Source: an optimization exercise on an open RTL-to-GDS flow (aim: a short achievable clock period and few clock cycles). Production flows keep margins and buffers that such runs may drop.
Where RTL was checked, it was by simulation tests only, not by an equivalence proof against the original.
Function not checked in runs 1, 2, 4 and 5: the RTL went through the layout flow alone.
Power figures rest on the tool's default switching activity, not on a simulated workload.

==> flow/design.v <==
`timescale 1ns / 1ps
module CPU(
    input clk,rst,
    input [31:0]mem_rdata,
    output [7:0]mem_addr,
    output [31:0]mem_wdata,
    output mem_we
    );
    reg  [7:0]  maddr;                
    reg         mwe;                  
    reg  [31:0] mwdata;
    reg         dcyc;                 
    reg  [7:0]  fpc;                  
    assign mem_addr  = maddr;
    assign mem_we    = mwe;
    assign mem_wdata = mwdata;
    reg         vD;
    reg  [31:0] irD;
    reg  [7:0]  pcD;
    reg         ptD;                  
    reg         hitD;
    reg  [1:0]  ctrD;
    reg         x_add, x_sub, x_and, x_or, x_xor, x_nor, x_slt;    
    reg         x_ld, x_beq, x_bne, x_j, x_wr;                     
    reg  [4:0]  x_dst;
    reg  [31:0] aX, bX;               
    reg  [7:0]  pcX, tgtX, pc1X;
    reg         ptX, hitX;
    reg  [1:0]  ctrX;
    reg         w_wr;
    reg  [4:0]  w_dst;
    reg  [31:0] resW;
    wire [32*32-1:0] rf_flat;
    assign rf_flat[31:0] = 32'd0;
    genvar g;
    generate
        for (g = 1; g < 32; g = g + 1) begin : R
            reg [31:0] r;
            always @(posedge clk or posedge rst)
                if (rst) r <= 32'd0;
                else if (w_wr && w_dst == g) r <= resW;
            assign rf_flat[g*32 +: 32] = r;
        end
    endgenerate
    reg         btb_v   [0:31];
    reg  [2:0]  btb_tag [0:31];
    reg  [7:0]  btb_tgt [0:31];
    reg  [1:0]  btb_ctr [0:31];
    wire [4:0]  fidx  = maddr[4:0];
    wire        f_hit = btb_v[fidx] && (btb_tag[fidx] == maddr[7:5]);
    wire [1:0]  f_ctr = btb_ctr[fidx];
    wire        f_pt  = f_hit && f_ctr[1];
    wire [7:0]  f_npc = f_pt ? btb_tgt[fidx] : maddr + 8'd1;
    wire        x_inv = x_sub | x_slt;
    wire [31:0] sum   = aX + bX + {31'd0, x_inv};
    wire        b31   = bX[31] ^ x_inv;                  
    wire        lt    = (aX[31] != b31) ? aX[31] : sum[31];
    wire [31:0] logic_res =
          ({32{x_and}} & (aX & bX))
        | ({32{x_or }} & (aX | bX))
        | ({32{x_xor}} & (aX ^ bX))
        | ({32{x_nor}} & ~(aX | bX))
        | ({32{x_slt}} & {31'd0, lt});
    wire [31:0] alu_res = ({32{x_add | x_sub}} & sum) | logic_res;
    wire [7:0]  sum8  = aX[7:0] + bX[7:0] + {7'd0, x_inv};
    wire [7:0]  alu8  = ({8{x_add | x_sub}} & sum8) | logic_res[7:0];
    wire [31:0] xres  = x_ld ? mem_rdata : alu_res;
    wire        eq    = (aX == bX);
    wire        x_br  = x_beq | x_bne;
    wire        taken = (x_beq & eq) | (x_bne & ~eq);
    wire        x_redir = x_br & (taken != ptX);
    wire [7:0]  x_rtgt  = taken ? tgtX : pc1X;
    wire [5:0]  op = irD[31:26];
    wire [5:0]  fn = irD[5:0];
    wire [4:0]  rs = irD[25:21];
    wire [4:0]  rt = irD[20:16];
    wire [4:0]  rd = irD[15:11];
    wire [31:0] imm = {{16{irD[15]}}, irD[15:0]};
    wire d_r    = (op == 6'h00);
    wire d_add  = (d_r & (fn == 6'h20)) | (op == 6'h08);
    wire d_sub  = (d_r & (fn == 6'h22));
    wire d_and  = (d_r & (fn == 6'h24)) | (op == 6'h0c);
    wire d_or   = (d_r & (fn == 6'h25)) | (op == 6'h0d);
    wire d_xor  = (d_r & (fn == 6'h26)) | (op == 6'h0e);
    wire d_nor  = (d_r & (fn == 6'h27));
    wire d_slt  = (d_r & (fn == 6'h2a)) | (op == 6'h0a);
    wire d_ld   = (op == 6'h23);
    wire d_st   = (op == 6'h2b);
    wire d_beq  = (op == 6'h04);
    wire d_bne  = (op == 6'h05);
    wire d_j    = (op == 6'h02);
    wire d_immop = (op == 6'h08) | (op == 6'h0c) | (op == 6'h0d) | (op == 6'h0e) | (op == 6'h0a);
    wire d_ralu = d_add | d_sub | d_and | d_or | d_xor | d_nor | d_slt;
    wire d_rtype = d_r & d_ralu;
    wire [4:0] d_dst = d_rtype ? rd : rt;
    wire       d_wr  = (d_ralu | d_ld) & (d_dst != 5'd0);
    wire       d_mem = d_ld | d_st;
    wire [7:0] d_pc1  = pcD + 8'd1;
    wire [7:0] d_btgt = d_pc1 + irD[7:0];
    wire [7:0] d_tgt  = d_j ? irD[7:0] : d_btgt;
    wire d_br    = d_beq | d_bne;
    wire d_wantt = d_j | (d_br & (irD[15] | ptD));
    wire d_redir = vD & (d_wantt != ptD);
    wire [7:0] d_rtgt = d_wantt ? d_tgt : d_pc1;
    wire fxa = x_wr & (x_dst == rs);
    wire fxb = x_wr & (x_dst == rt);
    wire fwa = w_wr & (w_dst == rs);
    wire fwb = w_wr & (w_dst == rt);
    wire [31:0] rf_a = rf_flat[rs*32 +: 32];
    wire [31:0] rf_b = rf_flat[rt*32 +: 32];
    wire [31:0] a_nx = fwa ? resW : rf_a;                
    wire [31:0] b_nx = fwb ? resW : rf_b;
    wire [31:0] valA = fxa ? xres : a_nx;
    wire [31:0] valB = fxb ? xres : b_nx;
    wire        d_inv = d_sub | d_slt;
    wire [31:0] b_sel = d_immop ? imm : valB;
    wire        stall = vD & d_mem & x_ld & fxa;
    wire [7:0]  base8 = (x_wr & (x_dst == rs) & ~x_ld) ? alu8 : a_nx[7:0];
    wire [7:0]  daddr = base8 + irD[7:0];
    wire fetch  = ~dcyc;
    wire go_mem = vD & d_mem & ~stall & ~x_redir;         
    wire [7:0] nf = x_redir ? x_rtgt :
                    d_redir ? d_rtgt :
                    fetch   ? f_npc  : fpc;
    wire x_next = vD & ~stall & ~x_redir;                 
    integer i;
    always @(posedge clk or posedge rst) begin
        if (rst) begin
            maddr <= 8'd0;
            mwe   <= 1'b0;
            dcyc  <= 1'b0;
            fpc   <= 8'd0;
            vD    <= 1'b0;
            {x_add, x_sub, x_and, x_or, x_xor, x_nor, x_slt} <= 7'd0;
            {x_ld, x_beq, x_bne, x_j, x_wr} <= 5'd0;
            w_wr  <= 1'b0;
            for (i = 0; i < 32; i = i + 1) btb_v[i] <= 1'b0;
        end else begin
            fpc   <= nf;
            maddr <= go_mem ? daddr : nf;
            mwe   <= go_mem & d_st;
            dcyc  <= go_mem;
            if (stall)
                vD <= 1'b1;
            else
                vD <= fetch & ~x_redir & ~d_redir;
            if (x_next) begin
                {x_add, x_sub, x_and, x_or, x_xor, x_nor, x_slt} <= {d_add, d_sub, d_and, d_or, d_xor, d_nor, d_slt};
                {x_ld, x_beq, x_bne, x_j, x_wr} <= {d_ld, d_beq, d_bne, d_j, d_wr};
            end else begin
                {x_add, x_sub, x_and, x_or, x_xor, x_nor, x_slt} <= 7'd0;
                {x_ld, x_beq, x_bne, x_j, x_wr} <= 5'd0;
            end
            w_wr <= x_wr;
            if ((x_br & taken) | x_j)
                btb_v[pcX[4:0]] <= 1'b1;
        end
    end
    always @(posedge clk) begin
        if (fetch & ~stall) begin
            irD  <= mem_rdata;
            pcD  <= maddr;
            ptD  <= f_pt;
            hitD <= f_hit;
            ctrD <= f_ctr;
        end
        mwdata <= valB;
        x_dst <= d_dst;
        aX    <= valA;
        bX    <= b_sel ^ {32{d_inv}};
        pcX   <= pcD;
        tgtX  <= d_tgt;
        pc1X  <= d_pc1;
        ptX   <= d_wantt;
        hitX  <= hitD;
        ctrX  <= ctrD;
        w_dst <= x_dst;
        resW  <= xres;
        if ((x_br & taken) | x_j) begin
            btb_tag[pcX[4:0]] <= pcX[7:5];
            btb_tgt[pcX[4:0]] <= tgtX;
            btb_ctr[pcX[4:0]] <= x_j ? 2'd3 : (hitX ? (ctrX == 2'd3 ? 2'd3 : ctrX + 2'd1) : 2'd2);
        end else if (x_br & hitX) begin
            btb_ctr[pcX[4:0]] <= (ctrX == 2'd0) ? 2'd0 : ctrX - 2'd1;
        end
    end
endmodule
==> flow/run.sh <==
#!/bin/bash
# synth_recipe.tcl (not shown) runs the flow's synth.tcl, then flattens the netlist and writes it again
# the make line also repeats each setting of config.mk as NAME=value (left out here)
make -C /OpenROAD-flow-scripts/flow DESIGN_CONFIG=/design/flow/config.mk WORK_HOME=/design/flow/orfs CLKGATE_MAP_FILE= SYNTH_SCRIPT=/design/flow/synth_recipe.tcl finish
==> flow/config.mk <==
export PLATFORM = sky130hd
export DESIGN_NAME = CPU
export DESIGN_NICKNAME = CPU
export VERILOG_FILES = /design/flow/design.v
export SDC_FILE = /design/flow/constraint.sdc
export NUM_CORES = 8
export LEC_CHECK = 0
export ABC_CLOCK_PERIOD_IN_PS = 3000
export CAP_MARGIN = 20
export CORE_MARGIN = 2
export CORE_UTILIZATION = 30
export SETUP_SLACK_MARGIN = 5
export SLEW_MARGIN = 20
==> flow/constraint.sdc <==
create_clock -name core_clock -period 9.0 [get_ports {clk}]
set_input_delay 1.8000 -clock core_clock [delete_from_list [all_inputs] [get_ports {clk}]]
set_output_delay 1.8000 -clock core_clock [all_outputs]
set_load 0.01 [all_outputs]
==> run notes, run 1 <==
- Status: timing/DRC/antenna clean
- Fin. Hold Viols: 0
- CTS max path bufs: 3
- FILL cells: 26600
- Initial antenna violation count: 16
- Total track usage: 0.186
- Max-cap violation count: 0
- Post-synthesis sequential area ratio: 0.518
- Port bufs: 74
- Combinational share of power: 0.170
- Worst Skew: 0.0751 ns
- Die footprint: 0.285 mm2
- CP Data Arrival Time: 5.14 ns
- Clk latency of the worst-skew pair: 0.89 ns
- H-tree depth: 4
- Final wirelength: 272000 um
- Clock tree root buffer cell: clkbuf_16
- WS Path Type: register to register
- Post-DP HPWL: 159000 um
- Relative slew slack: 0.231
- Design Area, Final: 0.0965 mm2
- Startpoint Class: register
- Most frequent cells in the layout: mux2_2 (1104), dfrtp_1 (1051), mux4_2 (658), edfxtp_1 (460), nor2_1 (191)
- Final Critical Period: 4.39 ns
- IO Count: 75
- Die Wd: 534 um
- Number of DRC markers in iteration 0: 5576
- Max VDD drop: 174 uV
- Clk slew on worst S/H paths: 0.06 ns
- P&R area growth vs syn: 14.7%
- Wire length per cell: 28.7 um
- Max Fclk: 0.228 GHz
- Average size of a mapped cell: 14.9 um2
- Pin count of the biggest net entering global routing: 174
- Internal: 14000 uW
- Hold WS: 0.343 ns
- CTS tree: done
- Synthesis warning total: 2
- Slowest cell delay on critical path: 0.52 ns
- Synthesized flop and latch total: 1682
- PwrDens: 204 mW/mm2
- Worst path required time: 9.75 ns
- Share of flip-flops with an asynchronous set or reset: 0.628
- Seq pwr share: 0.439
- Yosys top cell area share: 0.314
- Syn Nets: 5790
- Min-Delay Path Class: register to register
- Initial Util: 0.302
- Number of global-route vias before repair: 53600
- Via count: 53100
- Worst path cell trace: inv_1, ha_1, a2111oi_1, o21ai_2, and3b_2, o2111ai_4, a21oi_2, or2_4, xor2_2, a211oi_2, a21oi_1, ha_2, a21o_1, a21oi_2, nor2b_1, o21a_1, o41ai_2, xnor2_1, xnor2_1, mux2_4
- Dominant synthesized flop cell: dfrtp_1
- Routability-driven placement congestion ratio: 0.875
- Fin util: 0.346
- Antenna Violating Nets Remaining: 0
- Core area: 0.279 mm2
- Die height: 534 um
- Post-DP Area: 0.0891 mm2
- Gate Count Post-Synth: 5667
- TritonCTS Buffers: 184
- Commonest non-fill, non-tap cell in the layout: mux2_2
- Synth area leader: dfrtp_1
- Sw Ratio: 0.288
- Grt ovf: 0
- First-pass GRT wire length: 391000 um
- Net switching power: 5680 uW
- Final Max Tran Viols: 0
- P_leak: 0.0403 uW
- Layout Nets: 5740
- Share of cells above drive strength 1: 0.421
- Final setup viols: 0
- Clock Sinks: 1682
- RSZ-0062 raised after global routing: true
- Post-Synthesis Cell Area: 0.0842 mm2
- Largest cells by area after synthesis: dfrtp_1 (31%), mux4_2 (18%), edfxtp_1 (16%)
- Routed vias/inst: 5.59
- Total Power Consumption: 19700 uW
- First drt pass iteration count: 9
- Worst Tran Pin Value: 1.15 ns
- Period utilisation layout: 0.488
- Netlist cell types: 82
- FP Rows: 194
- Slowest-stage cell, CP: a2111oi_1
- CP Capture Type: register
- Clock power share: 0.391
- DRC: 0
- CP Max Fanout: 7
- Post-synth EDFFs: 460
## area by class of cell
cell class                      count  area (um2)  area share
Tap cell                         3724        4660      0.0483
Antenna cell                        6        15.0    0.000156
Timing Repair Buffer              267        2760      0.0286
Inverter                          105         398     0.00412
Sequential cell                  1682       43600       0.452
Clock buffer                      272        5200      0.0538
Multi-Input combinational cell   3377       38900       0.403
Clock inverter                     65         985      0.0102
## flip-flops by register name, indices dropped and copies added (netlist names), 2 cells and up
signal / cells
aX: 32
mwdata: 32
pcX: 8
pc1X: 8
tgtX: 8
ctrD: 2
R.r: 992
resW: 32
x_dst: 5
maddr: 8
pcD: 8
ctrX: 2
bX: 32
btb_v: 32
irD: 32
btb_tag: 96
fpc: 8
w_dst: 5
btb_tgt: 256
btb_ctr: 64
## worst paths after layout
| path | cells after the start | end | start | slack [ns] |
|---|---|---|---|---|
| worst max register to register | 20 | maddr[7] | aX[6] | 4.61 |
| worst min-delay path | 0 | ctrX[1] | ctrD[1] | 0.34 |
| worst min register to register | 0 | ctrX[1] | ctrD[1] | 0.34 |
| max in group asynchronous | 5 | R[17].r[31] | rst | 5.56 |
| worst max-delay path | 20 | maddr[7] | aX[6] | 4.61 |
| min in group asynchronous | 2 | R[16].r[9] | rst | 1.36 |
## worst max-delay path, delay by kind of cell, from the launching register on
family | cells | cell delay (ns)
flip-flops | 1 | 0.34
adder cells (fa/ha/maj) | 2 | 0.59
buffers and inverters | 1 | 0.05
multiplexers | 1 | 0.26
XOR/XNOR | 3 | 0.41
AO/OA/AOI/OAI | 10 | 2.07
AND/OR/NAND/NOR | 3 | 0.59
## power groups by stage
stage	clock network (uW)	registers [uW]	logic (uW)
CTS	7820	8650	3250
floorplan	0	8710	2070
global route	8120	8680	3540
detailed placement	0	8850	3060
finish	7690	8650	3340
global placement	0	8840	3040
## layer usage
layer	part of all wire	routed length (um)	global-route usage
met3	0.077	21000	0.0384
met2	0.47	127000	0.296
met1	0.41	113000	0.251
met4	0.040	11000	0.0674
met5	0.000084	23	0
## cells in the mapped netlist, types with 67 or more instances
library cell and n:
mux2_2 1106, dfrtp_1 1056, mux4_2 658, edfxtp_1 460, clkbuf_1 333, nor2_1 226, mux2i_1 172, dfxtp_1 166
nand2_1 152, a21oi_1 144, buf_1 114, inv_1 105, o21ai_0 91, ha_1 85, a22o_1 67
## cells by family (layout without fill, tap and decap cells)
logic type / Yosys count / after routing / synth area share
muxes: 1938 / 1938 / 0.345
DFF: 1682 / 1682 / 0.518
and+or+nand+nor: 691 / 694 / 0.0398
buffers and inverters: 611 / 709 / 0.0289
AOI/OAI and AO/OA: 572 / 572 / 0.0464
adders and majority gates: 89 / 89 / 0.0136
xor gates and xnor gates: 84 / 84 / 0.00874
other: 0 / 6 / 0
## stage by stage
step           worst slack (ns)  TNS (ns)  std cells
3_3_place_gp               3.85         0       9097
6_report                   4.61         0       9498
5_1_grt                    4.47         0       9493
4_1_cts                    4.62         0       9459
2_1_floorplan             -7.36  -7773.78       5667
3_5_place_dp               3.91         0       9097
## what timing repair did
action,CTS,global route
endpoints found under the setup margin,256,281
pin swaps,14,15
cloned,4,6
setup buffers,21,24
hold buffers,0,0
gates resized for setup,81,56
==> run 2, diff against run 1 <==
--- a/flow/design.v
+++ b/flow/design.v
@@ -46,11 +46,19 @@
     reg  [2:0]  btb_tag [0:31];
     reg  [7:0]  btb_tgt [0:31];
     reg  [1:0]  btb_ctr [0:31];
-    wire [4:0]  fidx  = maddr[4:0];
-    wire        f_hit = btb_v[fidx] && (btb_tag[fidx] == maddr[7:5]);
+    wire [4:0]  fidx  = fpc[4:0];
+    wire        f_hit = btb_v[fidx] && (btb_tag[fidx] == fpc[7:5]);
     wire [1:0]  f_ctr = btb_ctr[fidx];
     wire        f_pt  = f_hit && f_ctr[1];
-    wire [7:0]  f_npc = f_pt ? btb_tgt[fidx] : maddr + 8'd1;
+    wire [7:0]  f_npc = f_pt ? btb_tgt[fidx] : fpc + 8'd1;
+    localparam CB = 5;
+    localparam CN = 1 << CB;
+    reg         ic_v   [0:CN-1];
+    reg  [7-CB:0] ic_tag [0:CN-1];
+    reg  [31:0] ic_d   [0:CN-1];
+    wire [CB-1:0] cidx = fpc[CB-1:0];
+    wire        c_hit = ic_v[cidx] && (ic_tag[cidx] == fpc[7:CB]);
+    wire [31:0] f_inst = dcyc ? ic_d[cidx] : mem_rdata;
     wire        x_inv = x_sub | x_slt;
     wire [31:0] sum   = aX + bX + {31'd0, x_inv};
     wire        b31   = bX[31] ^ x_inv;                  
@@ -117,7 +125,7 @@
     wire        stall = vD & d_mem & x_ld & fxa;
     wire [7:0]  base8 = (x_wr & (x_dst == rs) & ~x_ld) ? alu8 : a_nx[7:0];
     wire [7:0]  daddr = base8 + irD[7:0];
-    wire fetch  = ~dcyc;
+    wire fetch  = (~dcyc | c_hit) & ~stall;
     wire go_mem = vD & d_mem & ~stall & ~x_redir;         
     wire [7:0] nf = x_redir ? x_rtgt :
                     d_redir ? d_rtgt :
@@ -135,11 +143,13 @@
             {x_ld, x_beq, x_bne, x_j, x_wr} <= 5'd0;
             w_wr  <= 1'b0;
             for (i = 0; i < 32; i = i + 1) btb_v[i] <= 1'b0;
+            for (i = 0; i < CN; i = i + 1) ic_v[i] <= 1'b0;
         end else begin
             fpc   <= nf;
             maddr <= go_mem ? daddr : nf;
             mwe   <= go_mem & d_st;
             dcyc  <= go_mem;
+            if (~dcyc) ic_v[cidx] <= 1'b1;
             if (stall)
                 vD <= 1'b1;
             else
@@ -157,9 +167,13 @@
         end
     end
     always @(posedge clk) begin
-        if (fetch & ~stall) begin
-            irD  <= mem_rdata;
-            pcD  <= maddr;
+        if (~dcyc) begin
+            ic_d[cidx]   <= mem_rdata;
+            ic_tag[cidx] <= fpc[7:CB];
+        end
+        if (fetch) begin
+            irD  <= f_inst;
+            pcD  <= fpc;
             ptD  <= f_pt;
             hitD <= f_hit;
             ctrD <= f_ctr;
==> run notes, run 2 <==
- Clk slew on worst S/H paths: 0.06 ns (about the same)
- Die Wd: 657 um (+23%)
- Initial Util: 0.302 (about the same)
- Net switching power: 11400 uW (+100%)
- Clock power share: 0.342 (-0.049)
- Most frequent cells in the layout: edfxtp_1 (1580), mux2_2 (1084), dfrtp_1 (1082), mux4_2 (998), clkbuf_16 (325)
- Commonest non-fill, non-tap cell in the layout: edfxtp_1
- TritonCTS Buffers: 308 (+67%)
- Adder-cell area share of the yosys netlist: 0.00894 (-0.00465)
- Worst Skew: 0.0813 ns (+0.00613 ns)
- Mux cell area share after synthesis: 0.286 (-0.0589)
- # placed instances: 12900 (+41%)
- Die height: 657 um (+23%)
- Final Max Tran Viols: 0 (unchanged)
- Final setup viols: 0 (unchanged)
- Wire length per cell: 28.8 um (+0.53%)
- Synthesis warning total: 3 (+1)
- Slowest cell delay on critical path: 0.49 ns (-0.03 ns)
- Compound-Gate Fraction of Synth Area: 0.0359 (-0.0105)
- Core area: 0.424 mm2 (+52%)
- Grt ovf: 0 (unchanged)
- Layout Nets: 7768 (+35%)
- Min-Delay Path Class: register to register
- Final wirelength: 391000 um (+44%)
- Hold WS: 0.344 ns (+0.000311 ns)
- CP Data Arrival Time: 5.14 ns (about the same)
- Share of cells above drive strength 1: 0.402 (-0.0189)
- P&R area growth vs syn: 16.1%
- Startpoint Class: register
- Total Power Consumption: 37800 uW (+92%)
- Combinational share of power: 0.242 (+0.072)
- Routability-driven placement congestion ratio: 0.855 (-2.2%)
- FP Rows: 239 (+23%)
- Via count: 73900 (+39%)
- Min-delay src: ctrD[0]
- Fin. Hold Viols: 0 (unchanged)
- Gate Count Post-Synth: 7537 (+33%)
- Slowest-stage cell, CP: mux4_2
- WS Path Type: register to register
- Cell Count, Final, Fillers Out: 13600 (+43%)
- Post-Synthesis Cell Area: 0.128 mm2 (+52%)
- Initial antenna violation count: 23 (+7)
- First-pass GRT wire length: 562000 um (+44%)
- Max VDD drop: 215 uV (+24%)
- Total track usage: 0.177 (-0.00946)
- Antenna Violating Nets Remaining: 0 (unchanged)
- CTS Hold Bufs: 0 (unchanged)
- Routed vias/inst: 5.45 (-2.6%)
- Port bufs: 74 (unchanged)
- CP Capture Type: register
- Pin count of the biggest net entering global routing: 161 (-7.5%)
- Worst path required time: 9.81 ns (+0.06 ns)
- First drt pass iteration count: 8 (-1)
- Worst reg2reg path startpoint: irD[21]
- Post-synthesis xor/xnor area fraction: 0.00575 (-0.00299)
- Max Fclk: 0.231 GHz (+1.4%)
- CTS tree: done
- Average size of a mapped cell: 17.0 um2 (+14%)
- Synth Area in Simple Gates: 0.0310 (-0.00875)
- PwrDens: 255 mW/mm2 (+25%)
- CP Max Fanout: 19 (+12)
- Clock tree root buffer cell: clkbuf_16
- Internal: 26400 uW (+89%)
- Worst Tran Pin Value: 1.12 ns (-0.0355 ns)
- Main combinational cell family by area after synthesis: multiplexers
- RSZ-0062 raised after global routing: true
- Clock Sinks: 2834 (+68%)
- H-tree depth: 5 (+1)
- Crit path from: irD[21]
- Die footprint: 0.432 mm2 (+52%)
- DRC: 0 (unchanged)
- Netlist cell types: 83 (+1.2%)
- Worst path cell trace: buf_12, buf_4, mux4_2, mux4_2, mux2i_1, nor2_1, a21oi_1, a21oi_2, ha_2, a21o_1, a21oi_2, nor2b_1, o21a_1, o41ai_2, xnor2_1, xnor2_1, o21ai_1, a22o_1
- Relative slew slack: 0.255 (+0.0237)
- Post-synth EDFFs: 1580 (+240%)
- Max reg flops: 1024 (+3.2%)
- Number of DRC markers in iteration 0: 8140 (+46%)
- Max-cap violation count: 0 (unchanged)
- Synth top cells by count: edfxtp_1 (1580), dfrtp_1 (1088), mux2_2 (1084)
- Seq pwr share: 0.416 (-0.023)
- Largest cells by area after synthesis: edfxtp_1 (37%), dfrtp_1 (21%), mux4_2 (18%)
- Syn Nets: 7660 (+32%)
- Post-synthesis sequential area ratio: 0.610 (+0.0923)
- IO Count: 75 (unchanged)
- Post-DP HPWL: 218000 um (+37%)
- CTS max path bufs: 4 (+1)
- Period utilisation layout: 0.481 (-0.00660)
- P_leak: 0.0564 uW (+40%)
- Synth area leader: edfxtp_1
- Share of flip-flops with an asynchronous set or reset: 0.384 (-0.244)
- Synthesized flop and latch total: 2834 (+68%)
- Yosys top cell area share: 0.371 (+0.0570)
- Clk latency of the worst-skew pair: 0.94 ns (+0.05 ns)
- Number of global-route vias before repair: 76000 (+42%)
- Most common cell in the netlist: edfxtp_1
- Status: timing/DRC/antenna clean
- Final Critical Period: 4.33 ns (-0.0594 ns)
- Sw Ratio: 0.301 (+0.0127)
- Dominant synthesized flop cell: edfxtp_1
## run 2: power by group through the flow
| stage | Combinational, uW | Sequential [uW] | Clock [uW] |
|---|---|---|---|
| CTS | 9060 | 15700 | 13100 |
| global route | 9640 | 15800 | 13700 |
| finish | 9160 | 15700 | 12900 |
| floorplan | 5820 | 15700 | 0 |
| global placement | 8400 | 16000 | 0 |
| detailed placement | 8450 | 16100 | 0 |
## run 2: stage by stage
stage / instance area [um2] / setup WS [ns] / util / setup TNS, ns
4_1_cts: 148000 / 4.52 / 0.349 / 0
3_5_place_dp: 136000 / 3.45 / 0.320 / 0
2_1_floorplan: 128000 / -7.81 / - / -8496.34
6_report: 149000 / 4.67 / 0.350 / 0
3_3_place_gp: 136000 / 3.42 / 0.320 / 0
5_1_grt: 149000 / 4.51 / 0.350 / 0
## run 2: area by class of cell
type,count,area (um2)
fill,39900,276000
clock inverter,141,1600
clock buffer,414,8700
tap,5663,7090
sequential,2834,78100
inverter,115,478
multi-input combinational,3985,48200
timing repair inverter,1,8.76
timing repair buffer,400,4320
antenna,13,32.5
## run 2: cell families after synthesis
logic type / Yosys count
adder cells (fa/ha/maj): 89
AND/OR/NAND/NOR: 857
multiplexers: 2272
flip-flops: 2834
AO/OA/AOI/OAI: 679
buffers and inverters: 722
XOR/XNOR: 84
## run 2: per-layer routing
metal | wire [um] | vias to the layer above | track usage
met1 | 155000 | 39900 | 0.233
li1 | - | 30000 | -
met2 | 192000 | 3253 | 0.297
met3 | 28500 | 742 | 0.0243
met4 | 16300 | 2 | 0.0649
met5 | 13 | - | 0
## run 2: final timing paths
check | endpoint | slack [ns] | depth (start not counted)
max | maddr[7] | 4.67 | 18
min | ctrX[0] | 0.34 | 0
max reg2reg | maddr[7] | 4.67 | 18
min reg2reg | ctrX[0] | 0.34 | 0
max in group asynchronous | R[17].r[18] | 5.55 | 4
min in group asynchronous | R[20].r[8] | 1.55 | 2
## run 2: worst max-delay path: cells and delay by family (launching register included)
family | cells | cell delay, ns
buffers and inverters | 2 | 0.37
AND/OR/NAND/NOR | 2 | 0.14
AO/OA/AOI/OAI | 8 | 1.44
flip-flops | 1 | 0.41
multiplexers | 3 | 1.36
adder cells (fa/ha/maj) | 1 | 0.19
XOR/XNOR | 2 | 0.33
## run 2: timing repair
item | CTS | global route
cloned | 13 | 6
resized for setup | 146 | 78
setup endpoints to repair | 1049 | 102
pin swaps | 33 | 24
setup buffers | 84 | 23
==> run 3, diff against run 2 <==
--- a/flow/design.v
+++ b/flow/design.v
@@ -6,11 +6,16 @@
     output [31:0]mem_wdata,
     output mem_we
     );
+    localparam CB  = 6;          
+    localparam CN  = 1 << CB;
+    localparam PFL = 48;          
     reg  [7:0]  maddr;                
     reg         mwe;                  
     reg  [31:0] mwdata;
     reg         dcyc;                 
+    reg         pfetch;               
     reg  [7:0]  fpc;                  
+    reg  [7:0]  pf;                   
     assign mem_addr  = maddr;
     assign mem_we    = mwe;
     assign mem_wdata = mwdata;
@@ -50,15 +55,24 @@
     wire        f_hit = btb_v[fidx] && (btb_tag[fidx] == fpc[7:5]);
     wire [1:0]  f_ctr = btb_ctr[fidx];
     wire        f_pt  = f_hit && f_ctr[1];
-    wire [7:0]  f_npc = f_pt ? btb_tgt[fidx] : fpc + 8'd1;
-    localparam CB = 5;
-    localparam CN = 1 << CB;
-    reg         ic_v   [0:CN-1];
+    wire [7:0]  f_tgt = btb_tgt[fidx];
+    wire [7:0]  f_seq = fpc + 8'd1;
+    wire [7:0]  f_npc = f_pt ? f_tgt : f_seq;
+    reg           ic_v   [0:CN-1];
     reg  [7-CB:0] ic_tag [0:CN-1];
-    reg  [31:0] ic_d   [0:CN-1];
-    wire [CB-1:0] cidx = fpc[CB-1:0];
-    wire        c_hit = ic_v[cidx] && (ic_tag[cidx] == fpc[7:CB]);
-    wire [31:0] f_inst = dcyc ? ic_d[cidx] : mem_rdata;
+    reg  [31:0]   ic_d   [0:CN-1];
+    function lookup;
+        input [7:0] a;
+        lookup = ic_v[a[CB-1:0]] && (ic_tag[a[CB-1:0]] == a[7:CB]);
+    endfunction
+    wire        c_hit  = lookup(fpc);
+    wire [31:0] f_inst = pfetch ? mem_rdata : ic_d[fpc[CB-1:0]];
+    wire        h_seq  = lookup(f_seq);
+    wire        h_btb  = lookup(f_tgt);
+    wire        h_pf   = lookup(pf);
+    wire        m_hit  = lookup(maddr);
+    wire [7:0]  pf_dist = pf - fpc;
+    wire        pf_ok  = (pf_dist < PFL);
     wire        x_inv = x_sub | x_slt;
     wire [31:0] sum   = aX + bX + {31'd0, x_inv};
     wire        b31   = bX[31] ^ x_inv;                  
@@ -123,33 +137,51 @@
     wire        d_inv = d_sub | d_slt;
     wire [31:0] b_sel = d_immop ? imm : valB;
     wire        stall = vD & d_mem & x_ld & fxa;
-    wire [7:0]  base8 = (x_wr & (x_dst == rs) & ~x_ld) ? alu8 : a_nx[7:0];
+    wire [7:0]  base8 = (fxa & ~x_ld) ? alu8 : a_nx[7:0];
     wire [7:0]  daddr = base8 + irD[7:0];
-    wire fetch  = (~dcyc | c_hit) & ~stall;
+    wire fetch  = (pfetch | c_hit) & ~stall;               
     wire go_mem = vD & d_mem & ~stall & ~x_redir;         
     wire [7:0] nf = x_redir ? x_rtgt :
                     d_redir ? d_rtgt :
                     fetch   ? f_npc  : fpc;
     wire x_next = vD & ~stall & ~x_redir;                 
+    wire h_xt = lookup(tgtX);
+    wire h_xp = lookup(pc1X);
+    wire h_dt = lookup(d_tgt);
+    wire h_dp = lookup(d_pc1);
+    wire nf_hit = x_redir ? (taken ? h_xt : h_xp) :
+                  d_redir ? (d_wantt ? h_dt : h_dp) :
+                  fetch   ? (f_pt ? h_btb : h_seq) : c_hit;
+    wire [7:0] pf_lead = pf - nf;                          
+    wire do_pre = ~go_mem & nf_hit & pf_ok & ~h_pf;       
+    wire ic_we  = ~dcyc | (mwe & m_hit);
     integer i;
     always @(posedge clk or posedge rst) begin
         if (rst) begin
-            maddr <= 8'd0;
-            mwe   <= 1'b0;
-            dcyc  <= 1'b0;
-            fpc   <= 8'd0;
-            vD    <= 1'b0;
+            maddr  <= 8'd0;
+            mwe    <= 1'b0;
+            dcyc   <= 1'b0;
+            pfetch <= 1'b1;
+            fpc    <= 8'd0;
+            pf     <= 8'd0;
+            vD     <= 1'b0;
             {x_add, x_sub, x_and, x_or, x_xor, x_nor, x_slt} <= 7'd0;
             {x_ld, x_beq, x_bne, x_j, x_wr} <= 5'd0;
-            w_wr  <= 1'b0;
+            w_wr   <= 1'b0;
             for (i = 0; i < 32; i = i + 1) btb_v[i] <= 1'b0;
             for (i = 0; i < CN; i = i + 1) ic_v[i] <= 1'b0;
         end else begin
-            fpc   <= nf;
-            maddr <= go_mem ? daddr : nf;
-            mwe   <= go_mem & d_st;
-            dcyc  <= go_mem;
-            if (~dcyc) ic_v[cidx] <= 1'b1;
+            fpc    <= nf;
+            maddr  <= go_mem ? daddr : do_pre ? pf : nf;
+            mwe    <= go_mem & d_st;
+            dcyc   <= go_mem;
+            pfetch <= ~go_mem & ~do_pre;
+            if (~go_mem & ~nf_hit & ((pf_lead == 8'd0) | (pf_lead > PFL)))
+                pf <= nf + 8'd1;
+            else if (nf_hit & pf_ok & (do_pre | h_pf))
+                pf <= pf + 8'd1;
+            if (ic_we)
+                ic_v[maddr[CB-1:0]] <= 1'b1;
             if (stall)
                 vD <= 1'b1;
             else
@@ -167,9 +199,9 @@
         end
     end
     always @(posedge clk) begin
-        if (~dcyc) begin
-            ic_d[cidx]   <= mem_rdata;
-            ic_tag[cidx] <= fpc[7:CB];
+        if (ic_we) begin
+            ic_d[maddr[CB-1:0]]   <= dcyc ? mwdata : mem_rdata;
+            ic_tag[maddr[CB-1:0]] <= maddr[7:CB];
         end
         if (fetch) begin
             irD  <= f_inst;
==> run notes, run 3 <==
- Status: timing/DRC/antenna clean
- Min-Delay Path Class: register to register
- CP Data Arrival Time: 8.15 ns (+3.01 ns)
- Initial Util: 0.302 (about the same)
- Pin count of the biggest net entering global routing: 150 (-6.8%)
- # placed instances: 18600 (+45%)
- Post-Synthesis Cell Area: 0.186 mm2 (+45%)
- Cell Count, Final, Fillers Out: 20500 (+51%)
- Largest cells by area after synthesis: edfxtp_1 (43%), mux4_2 (20%), dfrtp_1 (15%)
- FILL cells: 55100 (+38%)
- Met2 Routed Length: 340000 um (+78%)
- Commonest non-fill, non-tap cell in the layout: edfxtp_1
- CTS tree: done
- Max Fclk: 0.140 GHz (-40%)
- Clock power share: 0.229 (-0.113)
- FP Rows: 288 (+21%)
- Via count: 127000 (+72%)
- Gate Count Post-Synth: 10900 (+45%)
- Setup tns final: 0 ns (unchanged)
- Number of global-route vias before repair: 119000 (+57%)
- Post-DP Area: 0.198 mm2 (+46%)
- Net switching power: 30900 uW (+170%)
- Initial antenna violation count: 92 (+300%)
- Fin. Hold Viols: 0 (unchanged)
- CP Max Fanout: 6 (-13)
- Slowest cell delay on critical path: 0.50 ns (about the same)
- CP Capture Type: register
- Clk latency of the worst-skew pair: 1.17 ns (+0.23 ns)
- Final setup viols: 0 (unchanged)
- Total track usage: 0.236 (+0.0597)
- CP Depth: 34 (+16)
- Share of flip-flops with an asynchronous set or reset: 0.287 (-0.0967)
- P&R area growth vs syn: 25.9%
- Design Area, Final: 0.234 mm2 (+57%)
- Wire length per cell: 39.0 um (+35%)
- Routability-driven placement congestion ratio: 1.03 (+20%)
- Die footprint: 0.625 mm2 (+45%)
- Worst Tran Pin Value: 1.20 ns (+0.0840 ns)
- First drt pass iteration count: 28 (+20)
- Average size of a mapped cell: 17.0 um2 (about the same)
- Clk slew on worst S/H paths: 0.07 ns (about the same)
- Synthesized flop and latch total: 3931 (+39%)
- Final Max Tran Viols: 0 (unchanged)
- CP delay by family, top: compound AO/OA/AOI/OAI gates
- Multi-input logic area: 0.0733 mm2 (+52%)
- Clock Sinks: 3931 (+39%)
- Synth top cells by count: edfxtp_1 (2636), mux4_2 (1631), mux2_2 (1163)
- Grt ovf: 0 (unchanged)
- Final worst slack: 1.84 ns (-2.83 ns)
- First-pass GRT wire length: 1030000 um (+84%)
- Period utilisation layout: 0.796 (+0.314)
- Most common cell in the netlist: edfxtp_1
- Internal: 46300 uW (+75%)
- Startpoint Class: register
- Final Critical Period: 7.16 ns (+2.83 ns)
- Core area: 0.616 mm2 (+45%)
- Synthesis warning total: 3 (unchanged)
- P_leak: 0.0852 uW (+51%)
- Share of cells above drive strength 1: 0.444 (+0.0417)
- Antenna Violating Nets Remaining: 0 (unchanged)
- Dominant synthesized flop cell: edfxtp_1
- Yosys top cell area share: 0.426 (+0.0553)
- Number of DRC markers in iteration 0: 21300 (+160%)
- Max-cap violation count: 0 (unchanged)
- Sw Ratio: 0.400 (+0.0994)
- H-tree depth: 5 (unchanged)
- RSZ-0062 raised after global routing: true
- Post-synth EDFFs: 2636 (+67%)
- IO Count: 75 (unchanged)
- Combinational share of power: 0.476 (+0.234)
- Layout Nets: 12100 (+56%)
- Seq pwr share: 0.295 (-0.121)
- Met1 wire length: 268000 um (+74%)
- WL met3: 119000 um (+320%)
- Clock tree root buffer cell: clkbuf_16
- Setup slack at placement: 0.652 ns (-2.80 ns)
- WS Path Type: register to register
- Most frequent cells in the layout: edfxtp_1 (2636), mux4_2 (1631), mux2_2 (1145), dfrtp_1 (1111), clkbuf_16 (465)
- R2R cell count: 34 (+16)
- Storage element area: 0.111 mm2 (+42%)
- Max reg flops: 2048 (+100%)
- Die Wd: 791 um (+20%)
- Final wirelength: 800000 um (+100%)
- Worst Skew: 0.135 ns (+0.0542 ns)
- PwrDens: 330 mW/mm2 (+30%)
- Syn Nets: 11100 (+45%)
- Worst path bufs/invs: 8 (+6)
- TritonCTS Buffers: 404 (+31%)
- DRC: 0 (unchanged)
- Synth area leader: edfxtp_1
- Post-synthesis sequential area ratio: 0.596 (-0.0135)
- Routed vias/inst: 6.21 (+14%)
- Hold path depth: 0 (unchanged)
- Netlist cell types: 110 (+33%)
- Port bufs: 74 (unchanged)
- Max VDD drop: 450 uV (+110%)
- Die height: 791 um (+20%)
- Most used cell, CP: buf_4
- Relative slew slack: 0.198 (-0.0571)
- Total Power Consumption: 77200 uW (+100%)
- Worst path required time: 9.98 ns (+0.17 ns)
- Highest routed metal layer: met5
- Post-DP HPWL: 387000 um (+77%)
- CTS max path bufs: 4 (unchanged)
- Slowest-stage cell, CP: dfrtp_4
run 3: cell count changes after synthesis, sizes merged, moves of 74 or more:
cell / delta
buf: +86
nor2: +82
o21ai: +100
mux4: +633
a22oi: +89
clkbuf: +250
nand2: +74
mux2i: +88
mux2: +90
a21oi: +77
edfxtp: +1056
run 3: final cells by class:
cell class,count,share of cell area
antenna,84,0.000899
clock buffer,521,0.0471
clock inverter,231,0.0107
inverter,171,0.00298
multi-input combinational,5905,0.314
sequential,3931,0.474
tap,8120,0.0435
timing repair buffer,1540,0.107
run 3: power by group through the flow:
stage	logic (uW)	clock network [uW]	registers (uW)
floorplan	17900	0	22000
global placement	27300	0	22900
detailed placement	27300	0	23000
CTS	32400	17500	22500
global route	36800	18400	22800
finish	36700	17700	22700
run 3: final timing paths:
check | to | slack [ns] | startpoint
max in group asynchronous | R[19].r[23] | 5.95 | rst
worst max-delay path | pf[2] | 1.84 | fpc[0]
worst max register to register | pf[2] | 1.84 | fpc[0]
worst min-delay path | ctrX[0] | 0.36 | ctrD[0]
min in group asynchronous | pf[5] | 1.15 | rst
worst min register to register | ctrX[0] | 0.36 | ctrD[0]
run 3: worst reg2reg max path: cells and delay by family, from the launching register on:
kind	cells	cell delay [ns]
compound gates	14	2.54
mux	3	1.10
fa+ha+maj	2	0.39
flops	1	0.50
buf+inv	8	1.17
simple gates	7	1.34
run 3: what timing repair did:
item / in CTS / in global routing
hold buffers: 0 / 0
cloned: 243 / 53
pin swaps: 105 / 151
buffers inserted: 528 / 193
resized for setup: 1346 / 453
endpoints found under the hold margin: 0 / 0
setup endpoints to repair: 2867 / 2786
run 3: per-stage QoR:
step	utilization	hold slack [ns]
6_report	0.380	0.358
3_5_place_dp	0.321	0.340
5_1_grt	0.379	0.361
3_3_place_gp	0.321	0.335
4_1_cts	0.371	0.355
2_1_floorplan	-	0.323
run 3: routing by layer:
layer,global-route usage,vias to the layer above
met3,0.0923,3477
met4,0.146,64
li1,-,46700
met2,0.351,10900
met5,0.0104,-
met1,0.289,66100
run 3: kinds of logic (layout without fill, tap and decap cells):
kind of cell,count (synthesis),in the layout,synth area share
flops,3931,3931,0.596
simple gates,1320,1325,0.0350
buf+inv,1114,2463,0.0240
mux,3083,3083,0.284
fa+ha+maj,109,109,0.00749
other cells,0,84,0
compound gates,1266,1267,0.0473
xor+xnor,121,121,0.00582
Testbench counts of run 3, summed over its fixed seeds: cycles 86,014.
==> run 4, diff against run 3 <==
--- a/flow/design.v
+++ b/flow/design.v
@@ -74,7 +74,8 @@
     wire [7:0]  pf_dist = pf - fpc;
     wire        pf_ok  = (pf_dist < PFL);
     wire        x_inv = x_sub | x_slt;
-    wire [31:0] sum   = aX + bX + {31'd0, x_inv};
+    wire [31:0] sum;
+    ks_add #(32) u_add (.a(aX), .b(bX), .cin(x_inv), .s(sum));
     wire        b31   = bX[31] ^ x_inv;                  
     wire        lt    = (aX[31] != b31) ? aX[31] : sum[31];
     wire [31:0] logic_res =
@@ -84,8 +85,11 @@
         | ({32{x_nor}} & ~(aX | bX))
         | ({32{x_slt}} & {31'd0, lt});
     wire [31:0] alu_res = ({32{x_add | x_sub}} & sum) | logic_res;
-    wire [7:0]  sum8  = aX[7:0] + bX[7:0] + {7'd0, x_inv};
-    wire [7:0]  alu8  = ({8{x_add | x_sub}} & sum8) | logic_res[7:0];
+    wire [7:0]  logic8 =
+          ({8{x_and}} & (aX[7:0] & bX[7:0]))
+        | ({8{x_or }} & (aX[7:0] | bX[7:0]))
+        | ({8{x_xor}} & (aX[7:0] ^ bX[7:0]))
+        | ({8{x_nor}} & ~(aX[7:0] | bX[7:0]));
     wire [31:0] xres  = x_ld ? mem_rdata : alu_res;
     wire        eq    = (aX == bX);
     wire        x_br  = x_beq | x_bne;
@@ -136,9 +140,16 @@
     wire [31:0] valB = fxb ? xres : b_nx;
     wire        d_inv = d_sub | d_slt;
     wire [31:0] b_sel = d_immop ? imm : valB;
-    wire        stall = vD & d_mem & x_ld & fxa;
-    wire [7:0]  base8 = (fxa & ~x_ld) ? alu8 : a_nx[7:0];
-    wire [7:0]  daddr = base8 + irD[7:0];
+    wire        stall = vD & d_mem & (x_ld | x_slt) & fxa;
+    wire [7:0]  imm8  = irD[7:0];
+    wire [7:0]  ad_nx, ad_lg, ad_as;
+    ks_add #(8) u_anx (.a(a_nx[7:0]), .b(imm8), .cin(1'b0), .s(ad_nx));
+    ks_add #(8) u_alg (.a(logic8), .b(imm8), .cin(1'b0), .s(ad_lg));
+    wire [7:0]  csa_s = aX[7:0] ^ bX[7:0] ^ imm8;
+    wire [7:0]  csa_c = (aX[7:0] & bX[7:0]) | (aX[7:0] & imm8) | (bX[7:0] & imm8);
+    ks_add #(8) u_aas (.a(csa_s), .b({csa_c[6:0], x_inv}), .cin(1'b0), .s(ad_as));
+    wire        x_as  = x_add | x_sub;
+    wire [7:0]  daddr = ~fxa ? ad_nx : x_as ? ad_as : ad_lg;
     wire fetch  = (pfetch | c_hit) & ~stall;               
     wire go_mem = vD & d_mem & ~stall & ~x_redir;         
     wire [7:0] nf = x_redir ? x_rtgt :
@@ -231,3 +242,29 @@
         end
     end
 endmodule
+module ks_add #(parameter W = 32) (
+    input  [W-1:0] a, b,
+    input          cin,
+    output [W-1:0] s
+    );
+    localparam L = $clog2(W + 1);
+    wire [W:0] g [0:L];
+    wire [W:0] p [0:L];
+    assign g[0] = {a & b, cin};
+    assign p[0] = {a ^ b, 1'b0};
+    genvar k, i;
+    generate
+        for (k = 0; k < L; k = k + 1) begin : lv
+            for (i = 0; i <= W; i = i + 1) begin : bt
+                if (i >= (1 << k)) begin : c
+                    assign g[k+1][i] = g[k][i] | (p[k][i] & g[k][i - (1 << k)]);
+                    assign p[k+1][i] = p[k][i] & p[k][i - (1 << k)];
+                end else begin : n
+                    assign g[k+1][i] = g[k][i];
+                    assign p[k+1][i] = p[k][i];
+                end
+            end
+        end
+    endgenerate
+    assign s = p[0][W:1] ^ g[L][W-1:0];
+endmodule
==> run notes, run 4 <==
- Max reg flops: 2048 (unchanged)
- Synthesized flop and latch total: 3931 (unchanged)
- Clock power share: 0.225 (-0.004)
- RR Endpoint: pf[6]
- Hold WS: 0.343 ns (-0.0148 ns)
- Commonest non-fill, non-tap cell in the layout: edfxtp_1
- Layout Nets: 12400 (+2.4%)
- Core area: 0.620 mm2 (+0.70%)
- Synth area leader: edfxtp_1
- Total Power Consumption: 79200 uW (+2.6%)
- Design Area, Final: 0.235 mm2 (+0.74%)
- Via count: 128000 (+0.28%)
- Min-Delay Path Class: register to register
- Post-Synthesis Cell Area: 0.187 mm2 (+0.66%)
- Clk slew on worst S/H paths: 0.06 ns (about the same)
- Total track usage: 0.239 (+0.00293)
- TritonCTS Buffers: 407 (+0.74%)
- Routability-driven placement congestion ratio: 1.01 (-1.1%)
- Share of flip-flops with an asynchronous set or reset: 0.287 (unchanged)
- Synth top cells by count: edfxtp_1 (2636), mux4_2 (1618), mux2_2 (1138)
- FP Rows: 289 (+0.35%)
- Initial antenna violation count: 89 (-3.3%)
- Max VDD drop: 422 uV (-6.1%)
- Die Wd: 793 um (+0.33%)
- CTS max path bufs: 4 (unchanged)
- CP delay by family, top: simple AND/OR/NAND/NOR gates
- RSZ-0062 raised after global routing: true
- Slowest cell delay on critical path: 0.55 ns (+0.05 ns)
- IO Count: 75 (unchanged)
- Relative slew slack: 0.0988 (-0.0988)
- Die height: 793 um (+0.33%)
- First-pass GRT wire length: 1050000 um (+1.6%)
- Period utilisation layout: 0.811 (+0.0153)
- Final Critical Period: 7.30 ns (+0.137 ns)
- Clock tree root buffer cell: clkbuf_16
- Slowest-stage cell, CP: mux4_2
- Internal: 47200 uW (+2.1%)
- Status: timing/DRC/antenna clean
- Post-synth EDFFs: 2636 (unchanged)
- Yosys top cell area share: 0.423 (-0.00278)
- Worst Tran Pin Value: 1.35 ns (+0.147 ns)
- Synthesis warning total: 5 (+2)
- Pin count of the biggest net entering global routing: 164 (+9.3%)
- R2R cell count: 28 (-18%)
- H-tree depth: 5 (unchanged)
- CP endpoint: pf[6]
- First drt pass iteration count: 14 (-50%)
- Cell Count, Final, Fillers Out: 20900 (+2.0%)
- Port bufs: 74 (unchanged)
- Max Fclk: 0.137 GHz (-1.9%)
- Clk latency of the worst-skew pair: 1.16 ns (about the same)
- Dominant synthesized flop cell: edfxtp_1
- Number of DRC markers in iteration 0: 21900 (+2.8%)
- Netlist cell types: 111 (+0.91%)
- Most used cell, CP: mux4_2
- PwrDens: 336 mW/mm2 (+1.9%)
- Most common cell in the netlist: edfxtp_1
- Post-DP Area: 0.200 mm2 (+1.1%)
- Most frequent cells in the layout: edfxtp_1 (2636), mux4_2 (1618), mux2_2 (1121), dfrtp_1 (1113), buf_4 (506)
- Final wirelength: 802000 um (+0.28%)
- Final setup viols: 0 (unchanged)
- WS Path Type: register to register
- Seq pwr share: 0.287 (-0.008)
- DRC: 0 (unchanged)
- FILL cells: 55600 (+1.0%)
- Busiest grt layer: met2
- Worst path required time: 9.92 ns (-0.06 ns)
- Worst Skew: 0.177 ns (+0.0414 ns)
- CP Depth: 28 (-18%)
- Gate Count Post-Synth: 11200 (+2.3%)
- Final Max Tran Viols: 0 (unchanged)
- Clock Sinks: 3931 (unchanged)
- CP Max Fanout: 7 (+1)
- Startpoint Class: register
- Worst reg2reg path startpoint: fpc[0]
- CTS Hold Bufs: 0 (unchanged)
- CP Capture Type: register
- CP Data Arrival Time: 8.22 ns (+0.07 ns)
- Die footprint: 0.629 mm2 (+0.65%)
- Syn Nets: 11400 (+2.5%)
- GRT met1 Usage: 0.288 (-0.000642)
- Number of global-route vias before repair: 121000 (+1.5%)
- Initial Util: 0.301 (about the same)
- CTS tree: done
- Combinational share of power: 0.488 (+0.012)
- Share of cells above drive strength 1: 0.435 (-0.00860)
- Post-DP HPWL: 394000 um (+1.7%)
- Largest cells by area after synthesis: edfxtp_1 (42%), mux4_2 (19%), dfrtp_1 (15%)
- GR met2 Demand/Resource: 0.356 (+0.00490)
- P_leak: 0.0858 uW (+0.77%)
- Fin. Hold Viols: 0 (unchanged)
- Worst path bufs/invs: 6 (-2)
- Net switching power: 32000 uW (+3.4%)
- Crit path from: fpc[0]
- Wire length per cell: 38.4 um (-1.7%)
- Routed vias/inst: 6.10 (-1.7%)
- Post-synthesis sequential area ratio: 0.592 (-0.00390)
- P&R area growth vs syn: 26.0% (about the same)
- Antenna Violating Nets Remaining: 0 (unchanged)
- Met3 Track Usage GR: 0.0856 (-0.00668)
- # placed instances: 19100 (+2.4%)
- Worst R2R Setup Slack: 1.70 ns (-0.14 ns)
- Average size of a mapped cell: 16.7 um2 (-1.7%)
- Grt ovf: 0 (unchanged)
- Max-cap violation count: 0 (unchanged)
- Sw Ratio: 0.404 (+0.00323)
[run 4: changes by cell type after synthesis, sizes merged, moves of 26 or more]
| cell | before | now |
|---|---|---|
| mux2 | 1175 | 1140 |
| or3 | 17 | 52 |
| o22ai | 74 | 42 |
| xor2 | 36 | 64 |
| o311ai | 14 | 45 |
| o21ai | 175 | 220 |
| a22oi | 118 | 83 |
| buf | 285 | 311 |
| nand2 | 290 | 412 |
| o211ai | 47 | 79 |
[run 4: cell type report]
type	count	area (um2)	area share
flip-flops and latches	3931	111000	0.471
multi-input cells	6114	74600	0.317
repair buffers	1577	25100	0.107
clock buffers	550	11200	0.0475
well taps	8293	10400	0.0441
clock inverters	202	2370	0.0101
inverters	187	779	0.00331
diodes	60	150	0.000638
repair inverters	4	46.3	0.000197
[run 4: per-layer routing]
| layer | vias up | routed length (um) |
|---|---|---|
| met2 | 10700 | 343000 |
| met1 | 66100 | 267000 |
| met4 | 48 | 80100 |
| met5 | - | 1010 |
| li1 | 47500 | - |
| met3 | 3307 | 111000 |
[run 4: worst min path at each step]
stage,cells after the start,start,endpoint
5_1_grt,0,ctrD[0],ctrX[0]
6_report,0,ctrD[0],ctrX[0]
3_5_place_dp,0,ctrD[0],ctrX[0]
3_3_place_gp,0,ctrD[0],ctrX[0]
4_1_cts,0,ctrD[0],ctrX[0]
2_1_floorplan,0,ctrD[0],ctrX[0]
[run 4: worst register-to-register path: cells and delay by family (launching register included)]
kind / cells / cell delay [ns]
AOI/OAI and AO/OA: 6 / 1.43
xor gates and xnor gates: 1 / 0.14
adders and majority gates: 2 / 0.51
buffers and inverters: 6 / 0.94
DFF: 1 / 0.52
muxes: 3 / 1.55
and+or+nand+nor: 10 / 2.14
[run 4: logic make-up (layout without fill, tap and decap cells)]
group	Yosys count	after routing	synth area share
flops	3931	3931	0.592
mux	3045	3045	0.280
simple gates	1471	1472	0.0378
compound gates	1324	1324	0.0494
buf+inv	1157	2520	0.0248
xor+xnor	142	142	0.00665
fa+ha+maj	131	131	0.00924
other cells	0	60	0
[run 4: per-stage QoR]
stage	util	TNS, ns	worst slack [ns]
after floorplan	-	-9458.58	-8.38
after global placement	0.321	0	0.730
after CTS	0.372	0	2.00
final	0.380	0	1.70
after global routing	0.380	0	1.61
after detailed placement	0.322	0	0.731
[run 4: what timing repair did]
| action | in CTS | in global routing |
|---|---|---|
| resized for setup | 1390 | 396 |
| setup endpoints to repair | 2880 | 2378 |
| gates cloned | 232 | 40 |
| pin swaps | 129 | 127 |
| buffers inserted | 547 | 182 |
[run 4: power groups by stage]
| stage | sequential (uW) | clock, uW | combinational (uW) |
|---|---|---|---|
| global route | 22800 | 18500 | 38800 |
| floorplan | 22100 | 0 | 18800 |
| global placement | 23000 | 0 | 28700 |
| finish | 22800 | 17800 | 38600 |
| detailed placement | 23100 | 0 | 28700 |
| CTS | 22500 | 17600 | 34200 |
==> run 5, diff against run 4 <==
--- a/flow/design.v
+++ b/flow/design.v
@@ -51,13 +51,17 @@
     reg  [2:0]  btb_tag [0:31];
     reg  [7:0]  btb_tgt [0:31];
     reg  [1:0]  btb_ctr [0:31];
+    reg         btb_lp  [0:31];
+    reg         btb_lv  [0:31];
+    reg  [3:0]  btb_ltrip [0:31];
+    reg  [3:0]  btb_lcnt  [0:31];
     wire [4:0]  fidx  = fpc[4:0];
     wire        f_hit = btb_v[fidx] && (btb_tag[fidx] == fpc[7:5]);
     wire [1:0]  f_ctr = btb_ctr[fidx];
-    wire        f_pt  = f_hit && f_ctr[1];
+    wire        f_lexit = btb_lp[fidx] && btb_lv[fidx] && (btb_lcnt[fidx] == btb_ltrip[fidx]);
+    wire        f_pt  = f_hit && f_ctr[1] && !f_lexit;
     wire [7:0]  f_tgt = btb_tgt[fidx];
     wire [7:0]  f_seq = fpc + 8'd1;
-    wire [7:0]  f_npc = f_pt ? f_tgt : f_seq;
     reg           ic_v   [0:CN-1];
     reg  [7-CB:0] ic_tag [0:CN-1];
     reg  [31:0]   ic_d   [0:CN-1];
@@ -71,9 +75,19 @@
     wire        h_btb  = lookup(f_tgt);
     wire        h_pf   = lookup(pf);
     wire        m_hit  = lookup(maddr);
+    wire [5:0]  f_op   = f_inst[31:26];
+    wire        f_j    = (f_op == 6'h02);
+    wire        f_beq  = (f_op == 6'h04);
+    wire        f_bne  = (f_op == 6'h05);
+    wire        f_same = (f_inst[25:21] == f_inst[20:16]);
+    wire        f_st   = ~f_hit & (f_j | (f_beq & (f_inst[15] | f_same)) | (f_bne & (f_inst[15] | ~f_same)));
+    wire [7:0]  f_stgt = f_j ? f_inst[7:0] : f_seq + f_inst[7:0];
+    wire        f_ptk  = f_pt | f_st;                      
+    wire [7:0]  f_npc  = f_pt ? f_tgt : f_st ? f_stgt : f_seq;
     wire [7:0]  pf_dist = pf - fpc;
-    wire        pf_ok  = (pf_dist < PFL);
+    wire        pf_ok  = (pf_dist != 8'd0) & (pf_dist <= PFL);    
     wire        x_inv = x_sub | x_slt;
+    wire        x_as  = x_add | x_sub;
     wire [31:0] sum;
     ks_add #(32) u_add (.a(aX), .b(bX), .cin(x_inv), .s(sum));
     wire        b31   = bX[31] ^ x_inv;                  
@@ -96,6 +110,7 @@
     wire        taken = (x_beq & eq) | (x_bne & ~eq);
     wire        x_redir = x_br & (taken != ptX);
     wire [7:0]  x_rtgt  = taken ? tgtX : pc1X;
+    wire [3:0]  x_lcnt  = btb_lcnt[pcX[4:0]];
     wire [5:0]  op = irD[31:26];
     wire [5:0]  fn = irD[5:0];
     wire [4:0]  rs = irD[25:21];
@@ -125,9 +140,6 @@
     wire [7:0] d_btgt = d_pc1 + irD[7:0];
     wire [7:0] d_tgt  = d_j ? irD[7:0] : d_btgt;
     wire d_br    = d_beq | d_bne;
-    wire d_wantt = d_j | (d_br & (irD[15] | ptD));
-    wire d_redir = vD & (d_wantt != ptD);
-    wire [7:0] d_rtgt = d_wantt ? d_tgt : d_pc1;
     wire fxa = x_wr & (x_dst == rs);
     wire fxb = x_wr & (x_dst == rt);
     wire fwa = w_wr & (w_dst == rs);
@@ -140,6 +152,23 @@
     wire [31:0] valB = fxb ? xres : b_nx;
     wire        d_inv = d_sub | d_slt;
     wire [31:0] b_sel = d_immop ? imm : valB;
+    wire [31:0] zk    = {aX[30:0] | bX[30:0], x_inv};
+    wire        xz_as = ~|(aX ^ bX ^ zk);                 
+    wire        xz_lg = ~|logic_res;
+    wire        wz    = ~|resW;
+    wire        x_asl = x_add | x_sub | x_and | x_or | x_xor | x_nor;
+    wire        xz    = x_as ? xz_as : xz_lg;
+    wire        d_same = (rs == rt);
+    wire        zo_a  = (rt == 5'd0);                     
+    wire        zo_b  = (rs == 5'd0);
+    wire        o_x   = zo_a ? fxa : fxb;
+    wire        o_w   = zo_a ? fwa : fwb;
+    wire        d_res = d_same | ((zo_a | zo_b) & (o_x ? x_asl : o_w));
+    wire        d_eq  = d_same | (o_x ? xz : wz);
+    wire        d_tk  = d_beq ? d_eq : ~d_eq;
+    wire d_wantt = d_j | (d_br & (d_res ? d_tk : ptD));
+    wire d_redir = vD & (d_wantt != ptD);
+    wire [7:0] d_rtgt = d_wantt ? d_tgt : d_pc1;
     wire        stall = vD & d_mem & (x_ld | x_slt) & fxa;
     wire [7:0]  imm8  = irD[7:0];
     wire [7:0]  ad_nx, ad_lg, ad_as;
@@ -148,7 +177,6 @@
     wire [7:0]  csa_s = aX[7:0] ^ bX[7:0] ^ imm8;
     wire [7:0]  csa_c = (aX[7:0] & bX[7:0]) | (aX[7:0] & imm8) | (bX[7:0] & imm8);
     ks_add #(8) u_aas (.a(csa_s), .b({csa_c[6:0], x_inv}), .cin(1'b0), .s(ad_as));
-    wire        x_as  = x_add | x_sub;
     wire [7:0]  daddr = ~fxa ? ad_nx : x_as ? ad_as : ad_lg;
     wire fetch  = (pfetch | c_hit) & ~stall;               
     wire go_mem = vD & d_mem & ~stall & ~x_redir;         
@@ -162,8 +190,7 @@
     wire h_dp = lookup(d_pc1);
     wire nf_hit = x_redir ? (taken ? h_xt : h_xp) :
                   d_redir ? (d_wantt ? h_dt : h_dp) :
-                  fetch   ? (f_pt ? h_btb : h_seq) : c_hit;
-    wire [7:0] pf_lead = pf - nf;                          
+                  fetch   ? (f_pt ? h_btb : ~f_st & h_seq) : c_hit;
     wire do_pre = ~go_mem & nf_hit & pf_ok & ~h_pf;       
     wire ic_we  = ~dcyc | (mwe & m_hit);
     integer i;
@@ -187,7 +214,7 @@
             mwe    <= go_mem & d_st;
             dcyc   <= go_mem;
             pfetch <= ~go_mem & ~do_pre;
-            if (~go_mem & ~nf_hit & ((pf_lead == 8'd0) | (pf_lead > PFL)))
+            if (~go_mem & ~nf_hit & ~pf_ok)
                 pf <= nf + 8'd1;
             else if (nf_hit & pf_ok & (do_pre | h_pf))
                 pf <= pf + 8'd1;
@@ -217,7 +244,7 @@
         if (fetch) begin
             irD  <= f_inst;
             pcD  <= fpc;
-            ptD  <= f_pt;
+            ptD  <= f_ptk;
             hitD <= f_hit;
             ctrD <= f_ctr;
         end
@@ -233,7 +260,18 @@
         ctrX  <= ctrD;
         w_dst <= x_dst;
         resW  <= xres;
+        if (x_br & (hitX | taken)) begin
+            if (taken) begin
+                btb_lcnt[pcX[4:0]] <= hitX ? (x_lcnt == 4'd15 ? 4'd15 : x_lcnt + 4'd1) : 4'd1;
+                if (~hitX) btb_lv[pcX[4:0]] <= 1'b0;
+            end else begin
+                btb_lcnt[pcX[4:0]]  <= 4'd0;
+                btb_ltrip[pcX[4:0]] <= x_lcnt;
+                btb_lv[pcX[4:0]]    <= 1'b1;
+            end
+        end
         if ((x_br & taken) | x_j) begin
+            btb_lp[pcX[4:0]]  <= x_br & (tgtX <= pcX);
             btb_tag[pcX[4:0]] <= pcX[7:5];
             btb_tgt[pcX[4:0]] <= tgtX;
             btb_ctr[pcX[4:0]] <= x_j ? 2'd3 : (hitX ? (ctrX == 2'd3 ? 2'd3 : ctrX + 2'd1) : 2'd2);
--- a/flow/config.mk
+++ b/flow/config.mk
@@ -9,5 +9,6 @@
 export CAP_MARGIN = 20
 export CORE_MARGIN = 2
 export CORE_UTILIZATION = 30
-export SETUP_SLACK_MARGIN = 5
+export SETUP_SLACK_MARGIN = 4.5
 export SLEW_MARGIN = 20
+export TNS_END_PERCENT = 20
==> run notes, run 5 <==
- Initial Util: 0.301 (-0.000447)
- Post-Synthesis Cell Area: 0.202 mm2 (+8.2%)
- Status: timing/DRC/antenna clean
- Final Max Tran Viols: 0 (unchanged)
- Synthesis warning total: 5 (unchanged)
- Share of cells above drive strength 1: 0.373 (-0.0622)
- Most frequent cells in the layout: edfxtp_1 (2956), mux4_2 (1614), mux2_2 (1132), dfrtp_1 (1113), nand2_1 (556)
- Relative slew slack: 0.174 (+0.0751)
- Largest cells by area after synthesis: edfxtp_1 (44%), mux4_2 (18%), dfrtp_1 (14%)
- Post-synth EDFFs: 2956 (+12%)
- Most common cell in the netlist: edfxtp_1
- CTS tree: done
- Worst Tran Pin Value: 1.23 ns (-0.121 ns)
- Clock tree root buffer cell: clkbuf_16
- Layout Nets: 13000 (+4.7%)
- Commonest non-fill, non-tap cell in the layout: edfxtp_1
- First drt pass iteration count: 8 (-6)
- Worst Skew: 0.151 ns (-0.0257 ns)
- Final setup viols: 0 (unchanged)
- CTS max path bufs: 4 (unchanged)
- Number of DRC markers in iteration 0: 18900 (-14%)
- Post-DP HPWL: 440000 um (+12%)
- Share of flip-flops with an asynchronous set or reset: 0.266 (-0.0216)
- Die footprint: 0.681 mm2 (+8.1%)
- Synth top cells by count: edfxtp_1 (2956), mux4_2 (1614), mux2_2 (1138)
- Antenna Violating Nets Remaining: 0 (unchanged)
- H-tree depth: 5 (unchanged)
- Syn Nets: 12700 (+11%)
- Pin count of the biggest net entering global routing: 165 (+0.61%)
- Wire length per cell: 34.0 um (-11%)
- Core area: 0.672 mm2 (+8.3%)
- Port bufs: 74 (unchanged)
- Initial antenna violation count: 57 (-36%)
- Routed vias/inst: 5.89 (-3.5%)
- Netlist cell types: 113 (+1.8%)
- Hold WS: 0.346 ns (+0.00348 ns)
- Gate Count Post-Synth: 12500 (+11%)
- Die height: 825 um (+4.0%)
- Startpoint Class: register
- IO Count: 75 (unchanged)
- Synth area leader: edfxtp_1
- Final wirelength: 753000 um (-6.1%)
- Synthesized flop and latch total: 4251 (+8.1%)
- Max reg flops: 2048 (unchanged)
- RSZ-0062 raised after global routing: true
- Via count: 130000 (+2.1%)
- Max VDD drop: 366 uV (-13%)
- P_leak: 0.0856 uW (-0.32%)
- TritonCTS Buffers: 431 (+5.9%)
- Clock Sinks: 4251 (+8.1%)
- Total Power Consumption: 79600 uW (+0.49%)
- Yosys top cell area share: 0.439 (+0.0155)
- Worst path required time: 9.88 ns (-0.04 ns)
- Min-Delay Path Class: register to register
- FP Rows: 301 (+4.2%)
- PwrDens: 335 mW/mm2 (-0.43%)
- Routability-driven placement congestion ratio: 0.977 (-3.7%)
- Clk latency of the worst-skew pair: 1.12 ns (-0.04 ns)
- CP Data Arrival Time: 6.82 ns (-1.40 ns)
- Post-synthesis sequential area ratio: 0.595 (+0.00272)
- Max Fclk: 0.169 GHz (+23%)
- CP Max Fanout: 36 (+29)
- Fin. Hold Viols: 0 (unchanged)
- CP Capture Type: register
- WS Path Type: register to register
- Final Critical Period: 5.93 ns (-1.37 ns)
- Dominant synthesized flop cell: edfxtp_1
- Grt ovf: 0 (unchanged)
- Period utilisation layout: 0.659 (-0.152)
- Total track usage: 0.212 (-0.0276)
- Average size of a mapped cell: 16.2 um2 (-2.9%)
- DRC: 0 (unchanged)
- Clk slew on worst S/H paths: 0.06 ns (about the same)
- Max-cap violation count: 0 (unchanged)
- Number of global-route vias before repair: 126000 (+4.1%)
- P&R area growth vs syn: 17.5%
- Die Wd: 825 um (+4.0%)
- CTS Hold Bufs: 0 (unchanged)
- First-pass GRT wire length: 1030000 um (-2.1%)
==> run 5: changes by cell type after synthesis, sizes merged, moves of 34 or more <==
cell,before,now
mux2i,280,381
nor2,412,533
and3,32,112
nand3,146,200
o211ai,79,42
buf,311,386
nand2,412,593
o311ai,45,11
a211oi,48,111
a22oi,83,152
edfxtp,2636,2956
==> run 5: logic make-up after synthesis <==
group	share of synthesized area
AOI/OAI and AO/OA	0.0530
xor gates and xnor gates	0.00836
adders and majority gates	0.00931
buffers and inverters	0.0262
DFF	0.595
muxes	0.262
and+or+nand+nor	0.0460
==> run 5: cell type report <==
type,count,area [um2]
diodes,37,92.6
clock buffers,573,11700
clock inverters,214,2350
fillers,63100,434000
inverters,214,862
multi-input cells,6960,79800
flip-flops and latches,4251,120000
well taps,8938,11200
repair buffers,938,11200
repair inverters,1,8.76
==> run 5: what timing repair did <==
| action | CTS | global route |
|---|---|---|
| cloned | 51 | 20 |
| resized for setup | 510 | 217 |
| setup buffers | 202 | 113 |
| pin swaps | 108 | 96 |
| setup endpoints to repair | 2585 | 2183 |
==> run 5: layer usage <==
metal | GRT usage | share of wire
met5 | 0 | 0.00022
met4 | 0.112 | 0.068
met3 | 0.0570 | 0.12
met2 | 0.322 | 0.44
met1 | 0.278 | 0.37
==> run 5: worst max-delay path, stage by stage, from the launching register on <==
cell and delay, ns:
dfrtp_4 0.54, buf_12 0.19, buf_16 0.13, ha_4 0.13
buf_4 0.40, nor2b_2 0.53, a221oi_1 0.19, a31oi_1 0.20
o22a_1 0.16, a211oi_1 0.09, a211oi_2 0.36, o21ai_1 0.10
buf_4 0.19, nor2_4 0.32, nand4b_1 0.18, mux2i_2 0.25
o221ai_4 0.24, buf_6 0.19, a21o_4 0.22, and2_4 0.17
o21ai_4 0.15, ha_4 0.18, inv_2 0.05, o22ai_2 0.18
nor4b_2 0.24, o311ai_1 0.11
==> run 5: final timing paths <==
path                         start           to  slack [ns]  depth (start not counted)
setup / recovery            fpc[1]        pf[6]        3.07                         25
max in group asynchronous      rst  R[26].r[23]        5.75                          4
hold reg to reg            ctrD[1]      ctrX[1]        0.35                          0
setup reg to reg            fpc[1]        pf[6]        3.07                         25
min in group asynchronous      rst     btb_v[2]        1.23                          2
hold / removal             ctrD[1]      ctrX[1]        0.35                          0
==> run 5: through the flow <==
step | TNS (ns) | cell area (um2) | setup WS [ns] | util | instances
after floorplan | -9458.58 | 202000 | -8.38 | - | 12500
after detailed placement | 0 | 215000 | 1.07 | 0.320 | 20900
after global routing | 0 | 238000 | 3.10 | 0.354 | 22100
after global placement | 0 | 215000 | 0.951 | 0.320 | 20900
after CTS | 0 | 235000 | 3.34 | 0.350 | 22000
final | 0 | 238000 | 3.07 | 0.354 | 22100
==> run 5: where the power goes <==
group / internal, uW / switching, uW
Clock: 10100 / 8010
Sequential: 23000 / 1780
Combinational: 14700 / 21900
Total: 47900 / 31700

==> what the ideal ports hide <==
How much do the figures lean on ideal ports? The routed layouts below were timed once more, with nothing changed but the port constraints.
Step 1 sets driving cells, clkbuf_16 on the clock port and buf_2 on the other inputs (assumed; they add their load-dependent delay and slew).
Step 2 also shifts input and output timing later by t, the mid clock arrival at the registers, as if the neighbouring blocks saw the same clock.
Three values: no drivers, after step 1, after step 2; two values: the first two.
run	t, ns	setup WS [ns]
run 1	0.942	4.608 / 4.608 / 4.608
run 2	0.999	4.667 / 4.667 / 4.629
run 3	1.239	1.838 / 1.838 / 1.838
run 4	1.206	1.700 / 1.700 / 1.700
run 5	1.180	3.068 / 3.068 / 2.262
After both steps setup and hold are still met in every run listed. Setup slack includes reset recovery checks.
